Background: an optimization exercise with open tools, aiming at small area. Do not read the settings as production practice.
No run shown here included a check of the RTL's function; only the layout flow was run.

==> flow/design.v (outline; a module is shown in full before it is edited, if it fits) <==
// module CORDIC_COS_SIN: 1620 lines
module CORDIC_COS_SIN #(
    parameter DATA_WIDTH = 16,
    parameter PHASE_WIDTH = 32,
    parameter STAGE = 16
) (
    input clk,
    input rst,
    input en,
    input mode,
    input signed [DATA_WIDTH-1:0] x0,
    input signed [DATA_WIDTH-1:0] y0,
    input signed [PHASE_WIDTH-1:0] phase,
    output valid,
    output [DATA_WIDTH:0] cos,
    output [DATA_WIDTH:0] sin
);
  // ...
==> flow/run.sh <==
#!/bin/bash
# synth_recipe.tcl (not shown) runs the flow's synth.tcl, then flattens the netlist and writes it again
# the make line also repeats each setting of config.mk as NAME=value (left out here)
make -C /OpenROAD-flow-scripts/flow DESIGN_CONFIG=/design/flow/config.mk WORK_HOME=/design/flow/orfs CLKGATE_MAP_FILE= SYNTH_SCRIPT=/design/flow/synth_recipe.tcl finish
==> flow/config.mk <==
export PLATFORM = sky130hd
export DESIGN_NAME = CORDIC_COS_SIN
export DESIGN_NICKNAME = CORDIC_COS_SIN
export VERILOG_FILES = /design/flow/design.v
export SDC_FILE = /design/flow/constraint.sdc
export NUM_CORES = 4
export LEC_CHECK = 0
export ABC_AREA = 1
export CAP_MARGIN = 20
export CORE_MARGIN = 2
export CORE_UTILIZATION = 62
export CTS_BUF_LIST = sky130_fd_sc_hd__clkbuf_4 sky130_fd_sc_hd__clkbuf_8
export CTS_CLUSTER_DIAMETER = 60
export CTS_CLUSTER_SIZE = 30
export GPL_TIMING_DRIVEN = 0
export SLEW_MARGIN = 20
==> flow/constraint.sdc <==
create_clock -name core_clock -period 5.0 [get_ports {clk}]
set_input_delay 1.0000 -clock core_clock [delete_from_list [all_inputs] [get_ports {clk}]]
set_output_delay 1.0000 -clock core_clock [all_outputs]
set_load 0.01 [all_outputs]
==> impl_metrics.toml, run 1 <==
[run_status]
outcome = "timing/DRC/antenna clean"

[synth]
ys_seq_area_frac = 0.223
async_reset_ff_frac = 0.0223
netlist_instances = 4129
synth_edf_count = 0
netlist_area_mm2 = 0.0322
syn-num-nets = 4691

[grt]
top_usage_layer = "met2"
use_met1 = 0.314
overflow = 0
gr-usage-met3 = 0.0318

[critical_path]
r2r_slack_ps = 130
path_max_fanout = 5
cp_top_family = "simple AND/OR/NAND/NOR gates"
critPathLaunch = "xr5[10]$_DFF_P_"
worst-path-stages = 37

[hold_path]
whs_path_depth = 0

[finish]
clockBufferCount = 38
buffers = 296
bufAreaShareNonClock = 0.0645
antenna_cells = 1
num-nets-final = 4984
seq_area_mm2 = 0.00726
multi_input_gates = 3008

[clock_tree]
cts-root-buf = "clkbuf_8"
htreeDepth = 2
holdBufCountCts = 0
clk_path_buf_depth = 3

[route]
routed_wl_um = 71300
drcViolationCount = 0
top_layer = "met4"
vias = 26400

[die]
start_util = 0.627
fp.coreArea_mm2 = 0.0514
io_pins = 103
==> run 2, diff against run 1 <==
--- a/flow/config.mk
+++ b/flow/config.mk
@@ -7,6 +7,6 @@
 export LEC_CHECK = 0
-export ABC_AREA = 1
+export ABC_AREA = 0
 export CAP_MARGIN = 20
 export CORE_MARGIN = 2
-export CORE_UTILIZATION = 62
+export CORE_UTILIZATION = 55
 export CTS_BUF_LIST = sky130_fd_sc_hd__clkbuf_4 sky130_fd_sc_hd__clkbuf_8
==> run 2 against run 1 <==
The layout now fails its checks (setup timing). Non-clock buffer count increased by 66. Via count fell by 3.9%. Sequential share of layout area shrank 0.56 points. First-iteration DRC count is 1.1% higher. Fmax down 11%. Final area rose by 3.0%. Worst setup slack worse by 580 ps. Highest routed layer unchanged.
==> impl_metrics.toml, run 2 <==
[run_status]
outcome = "failed layout checks"
so.violations = "setup timing"

[critical_path]
critPathLaunch = "yr4[7]$_DFF_P_"
critPathSlowestCell = "or4_4"
cp_top_family = "simple AND/OR/NAND/NOR gates"
reg2regPathDepth = 25
critPathRequiredTime_ps = 5500
cp.buffers_inverters = 2
arrival_ps = 5950
r2r_slack_ps = -450
path_max_fanout = 4
end_kind = "flop"
crit_type = "flop to flop"
start_kind = "flop"
max_stage_delay_ps = 480
r2r-start = "yr4[7]$_DFF_P_"
r2r_end = "yr5[16]$_DFF_P_"

[clock_tree]
clk_path_buf_depth = 3
cts-root-buf = "clkbuf_8"
clkSinkCount = 358
cts_made_buffers = 38
clock_latency_ps = 630
cts_tree = "done"
clk_pin_slew_worst_paths_ps = 100
htreeDepth = 2

[grt]
grt_max_degree = 21
grtUsageTotal = 0.244
overflow = 0
grt_pass1_vias = 25500
grt_pass1_wl_um = 122000
antenna_found_initial = 0

[synth]
synth-seq-cells = 358
yosysTopAreaCell = "dfxtp_1"
synth-xor-area-share = 0.221
muxShareOfSynthArea = 0.0133
synth_compound_area_frac = 0.126
ys.warnings.count = 1
avgSynthCellArea_um2 = 8.93
synth_common_cells = "551 x xnor2_1, 350 x dfxtp_1, 348 x inv_1"
synth.area.top_cells = "dfxtp_1 22%, xnor2_1 15%, ha_1 13%"
async_reset_ff_frac = 0.0223
ys_seq_area_frac = 0.225
synth_top_area_frac = 0.219
yosys.area_share.simple = 0.137
synth_adder_area_share = 0.228
synth_edf_count = 0
syn-num-nets = 4142
netlist_area_mm2 = 0.0320
synth_top_family_by_area = "adder cells"
synth_cell_types = 91
ys.flop_type = "dfxtp_1"
yosysMostFrequentCell = "xnor2_1"
netlist_instances = 3580

[finish]
layout_common_cells = "469 x xnor2_1, 325 x inv_1, 324 x dfxtp_1, 308 x ha_1, 205 x xor2_1"
fin_util = 0.683
final_area_mm2 = 0.0393
antenna_cells = 0
syn_to_final_growth_pct = 23.0
drive_gt1_frac = 0.195
instances_no_fill = 4709
num-nets-final = 4477
layout_commonest_cell = "xnor2_1"

[die]
start_util = 0.555
fp.coreArea_mm2 = 0.0576
die_area_mm2 = 0.0601
die_x_um = 245
dieHeight_um = 245
rows = 88
io_pins = 103

[placement]
gp_congestion = 0.854
hpwl_um = 58400
place_area_mm2 = 0.0341
io_buffer_count = 90
dp.cells = 4435

[hold_path]
min_from = "zr2[0]$_DFF_P_"
holdPathEnd = "zr3[0]$_DFF_P_"
hold_path.class = "flop to flop"
whs_path_depth = 0

[route]
routed_wl_um = 75900
dr.first_iter.drc_count = 1074
antenna_left = 0
wl_per_cell_um = 16.1
drcViolationCount = 0
via_per_inst = 5.39
vias = 25400
drtPass1Iterations = 5

[timing]
min_period_over_period = 1.09
worst_pin_slew_ps = 842
slew_violations = 0
rsz0062_at_grt = "yes"
max_slew_margin = 0.435
finClkSkew_ps = 29.2
fmax_mhz = 184
final.min_clock_period_ps = 5450
setup_viol = 23
setup_ws_ps = -449
final-hold-violation-count = 0
tns_ps = -3140

[run]
cap_violations = 0
run 2: cell count changes after synthesis, moves of 43 or more:
cell,change
inv_1,-352
xnor2_1,+365
a21o_1,+85
nor3_1,+52
xor2_1,-278
nand3_1,-133
nand2b_1,+43
nand2_1,-509
o21ai_0,-91
run 2: worst max-delay path by stage:
stage / endpoint / slack (ps) / depth (start not counted)
6_report: yr5[16]$_DFF_P_ / -450 / 25
5_1_grt: yr5[16]$_DFF_P_ / -630 / 24
4_1_cts: yr5[16]$_DFF_P_ / -650 / 24
3_5_place_dp: zr2[13]$_DFF_P_ / -1730 / 21
3_3_place_gp: zr2[13]$_DFF_P_ / -1450 / 21
2_1_floorplan: yr5[16]$_DFF_P_ / -410 / 25
run 2: logic make-up after synthesis:
logic type | Yosys count
buffers and inverters | 416
and+or+nand+nor | 864
muxes | 42
xor gates and xnor gates | 789
AOI/OAI and AO/OA | 617
DFF | 358
adders and majority gates | 494
run 2: timing repair:
action	CTS	global route
endpoints found under the hold margin	0	0
gates resized for setup	249	316
hold buffers	0	0
endpoints found under the setup margin	196	168
setup buffers	114	95
pin swaps	129	200
run 2: worst register-to-register path, cell delays in order, from the launching register on:
cell and delay [ps]:
dfxtp_2 350, ha_4 150, inv_2 50, fa_2 210, inv_2 30, a21o_1 160, a21oi_2 150, o21bai_1 90
a21oi_2 160, o21bai_1 80, a21o_1 170, fa_2 360, or3b_4 390, or4_4 480, nand2_2 110, xnor2_2 80
xnor2_2 240, ha_4 250, a21o_1 170, a21oi_2 150, nor2b_1 60, a311o_2 350, or4_4 440, or3_4 400
mux2i_1 180, xnor2_1 80
run 2: stage by stage:
stage                     setup slack (ps)  hold slack, ps
after global routing                  -629             345
after detailed placement             -1730             318
after CTS                             -646             339
after global placement               -1450             317
after floorplan                       -408             310
final                                 -449             335
run 2: layer usage:
layer / track usage / vias to the layer above / routed length [um]
li1: - / 12800 / -
met1: 0.301 / 12200 / 33100
met2: 0.452 / 325 / 39400
met3: 0.0251 / 109 / 1820
met4: 0.0646 / 0 / 1550
met5: 0 / - / 0
run 2: area by class of cell:
cell class | count | area [um^2]
tap | 765 | 957
multi-input combinational | 2806 | 26000
inverter | 349 | 1330
clock inverter | 27 | 313
clock buffer | 42 | 566
sequential | 358 | 7260
fill | 4598 | 18200
buffer | 64 | 390
timing repair buffer | 298 | 2560
==> run 3, diff against run 2 <==
--- a/flow/config.mk
+++ b/flow/config.mk
@@ -7,3 +7,3 @@
 export LEC_CHECK = 0
-export ABC_AREA = 0
+export ABC_AREA = 1
 export CAP_MARGIN = 20
@@ -15,2 +15,3 @@
 export GPL_TIMING_DRIVEN = 0
+export SETUP_SLACK_MARGIN = -0.1
 export SLEW_MARGIN = 20
==> run 3 against run 2 <==
The run now finishes clean. Sequential cell count unchanged. Area after synthesis increased by 0.84%. Largest cell class unchanged. Highest routed layer unchanged.
==> impl_metrics.toml, run 3 <==
[die]
die_x_um = 246
io_pins = 103
start_util = 0.558
die_area_mm2 = 0.0606
rows = 88
fp.coreArea_mm2 = 0.0578
dieHeight_um = 246

[synth]
avgSynthCellArea_um2 = 7.81
syn-num-nets = 4691
async_reset_ff_frac = 0.0223
ys.warnings.count = 1
netlist_area_mm2 = 0.0322
yosysMostFrequentCell = "inv_1"
synth-seq-cells = 358
synth.area.top_cells = "dfxtp_1 22%, xor2_1 14%, ha_1 13%"
synth_common_cells = "700 x inv_1, 693 x nand2_1, 502 x xor2_1"
synth_cell_types = 64
synth_edf_count = 0
synth_top_area_frac = 0.217
yosysTopAreaCell = "dfxtp_1"
ys_seq_area_frac = 0.223
netlist_instances = 4129
ys.flop_type = "dfxtp_1"

[route]
top_layer = "met4"
via_per_inst = 4.99
drcViolationCount = 0
antenna_left = 0
routed_wl_um = 69500
drtPass1Iterations = 5
met1_length_um = 31200
dr.first_iter.drc_count = 948
wl_met2_um = 35200
vias = 25800
wl_per_cell_um = 13.4
wl_met3_um = 1510

[clock_tree]
clk_pin_slew_worst_paths_ps = 110
cts_made_buffers = 34
clock_latency_ps = 620
cts_tree = "done"
clk_path_buf_depth = 3
clkSinkCount = 358
htreeDepth = 2
cts-root-buf = "clkbuf_8"

[timing]
setup_ws_ps = 101
min_period_over_period = 0.980
slew_violations = 0
final-hold-violation-count = 0
finClkSkew_ps = 30.2
fmax_mhz = 204
rsz0062_at_grt = "yes"
max_slew_margin = 0.401
worst_pin_slew_ps = 895
setup_viol = 0
final.min_clock_period_ps = 4900

[critical_path]
end_kind = "flop"
start_kind = "flop"
path_max_fanout = 4
arrival_ps = 5410
max_stage_delay_ps = 360
reg2regPathDepth = 36
critPathSlowestCell = "dfxtp_2"
crit_type = "flop to flop"
critPathRequiredTime_ps = 5510

[placement]
hpwl_um = 56100
gp_congestion = 0.869
dpl_worst_slack_ps = -1310
io_buffer_count = 94

[grt]
overflow = 0
antenna_found_initial = 1
grt_pass1_vias = 24500
grtUsageTotal = 0.227
grt_max_degree = 23
grt_pass1_wl_um = 114000

[hold_path]
hold_path.class = "flop to flop"
whs_path_depth = 0

[finish]
layout_commonest_cell = "inv_1"
layout_common_cells = "676 x inv_1, 673 x nand2_1, 479 x xor2_1, 333 x dfxtp_1, 308 x ha_1"
drive_gt1_frac = 0.125
syn_to_final_growth_pct = 16.3
num-nets-final = 4946

[run_status]
outcome = "timing/DRC/antenna clean"

[run]
cap_violations = 0
==> run 3: kinds of logic after synthesis <==
logic type               Yosys count  synth area share
AND/OR/NAND/NOR                 1277             0.170
buffers and inverters            763            0.0909
XOR/XNOR                         705             0.196
AO/OA/AOI/OAI                    530            0.0927
adder cells (fa/ha/maj)          494             0.227
flip-flops                       358             0.223
multiplexers                       2          0.000621
==> run 3: final timing paths <==
kind,slack [ps],end,start
worst max-delay path,100,xr6[16]$_DFF_P_,xr5[10]$_DFF_P_
worst min-delay path,340,zr3[0]$_DFF_P_,zr2[0]$_DFF_P_
worst max register to register,100,xr6[16]$_DFF_P_,xr5[10]$_DFF_P_
worst min register to register,340,zr3[0]$_DFF_P_,zr2[0]$_DFF_P_
max in group asynchronous,4160,vld[3]$_DFF_PP0_,rst
min in group asynchronous,620,vld[1]$_DFF_PP0_,rst
==> run 3: layout make-up <==
cell class / count / area (um^2)
Multi-Input combinational cell: 3008 / 23600
Fill cell: 5240 / 20300
Sequential cell: 358 / 7250
Inverter: 723 / 2750
Timing Repair Buffer: 221 / 1940
Tap cell: 765 / 957
Clock buffer: 38 / 517
Clock inverter: 21 / 270
Buffer: 38 / 239
Antenna cell: 1 / 2.50
==> run 3: critical path, delay by kind of cell, from the launching register on <==
family | cells | cell delay (ps)
AND/OR/NAND/NOR | 18 | 1770
AO/OA/AOI/OAI | 6 | 1140
adder cells (fa/ha/maj) | 3 | 720
buffers and inverters | 7 | 410
XOR/XNOR | 2 | 390
flip-flops | 1 | 360
==> run 3: metrics by stage <==
step / instances / TNS (ps) / cell area, um^2 / util / hold WS (ps)
2_1_floorplan: 4129 / 0 / 32200 / - / 310
3_3_place_gp: 4988 / -64180 / 34100 / 0.591 / 316
3_5_place_dp: 4988 / -65620 / 34100 / 0.591 / 315
4_1_cts: 5070 / -1960 / 35500 / 0.614 / 344
5_1_grt: 5173 / -5580 / 37500 / 0.649 / 346
6_report: 5173 / 0 / 37500 / 0.649 / 339
==> run 3: timing repair <==
action | CTS | global route
hold buffers | 0 | 0
gates resized for setup | 89 | 275
setup endpoints to repair | 123 | 144
pin swaps | 10 | 112
setup buffers | 23 | 105
cloned | 0 | 0
==> run 3: routing by layer <==
layer / vias up / global-route usage
met4: 0 / 0.0640
met3: 93 / 0.0223
met5: - / 0
met1: 11900 / 0.282
li1: 13600 / -
met2: 237 / 0.413

[what the ideal ports hide]
No port has a modelled driver above. Below, the same layouts with a new extraction and two added sets of constraints. Step 1: set_driving_cell puts a clkbuf_16 on clk and a buf_2 on each other input, an assumption about the parent block. Step 2, shift: input delay + t, output delay - t, t = (earliest + latest rising clock arrival at the registers) / 2. This alone moves slack from input paths to output paths. a / b / c = no drivers / after step 1 / after step 2; a / b = the first two.
run | shift t [ns] | slack for setup (ns) | cell pins on the clock port's net
run 1 | 0.688 | 0.130 / 0.130 / -0.355 | 1
run 2 | 0.682 | -0.449 / -0.449 / -0.449 | 1
run 3 | 0.663 | 0.101 / 0.101 / -0.279 | 1
With both steps, setup timing fails in run 1 and run 3, where it was met with ideal ports. The setup slack of run 1, which loses most, moves by 0.000 ns with the drivers and by -0.485 ns with both steps.
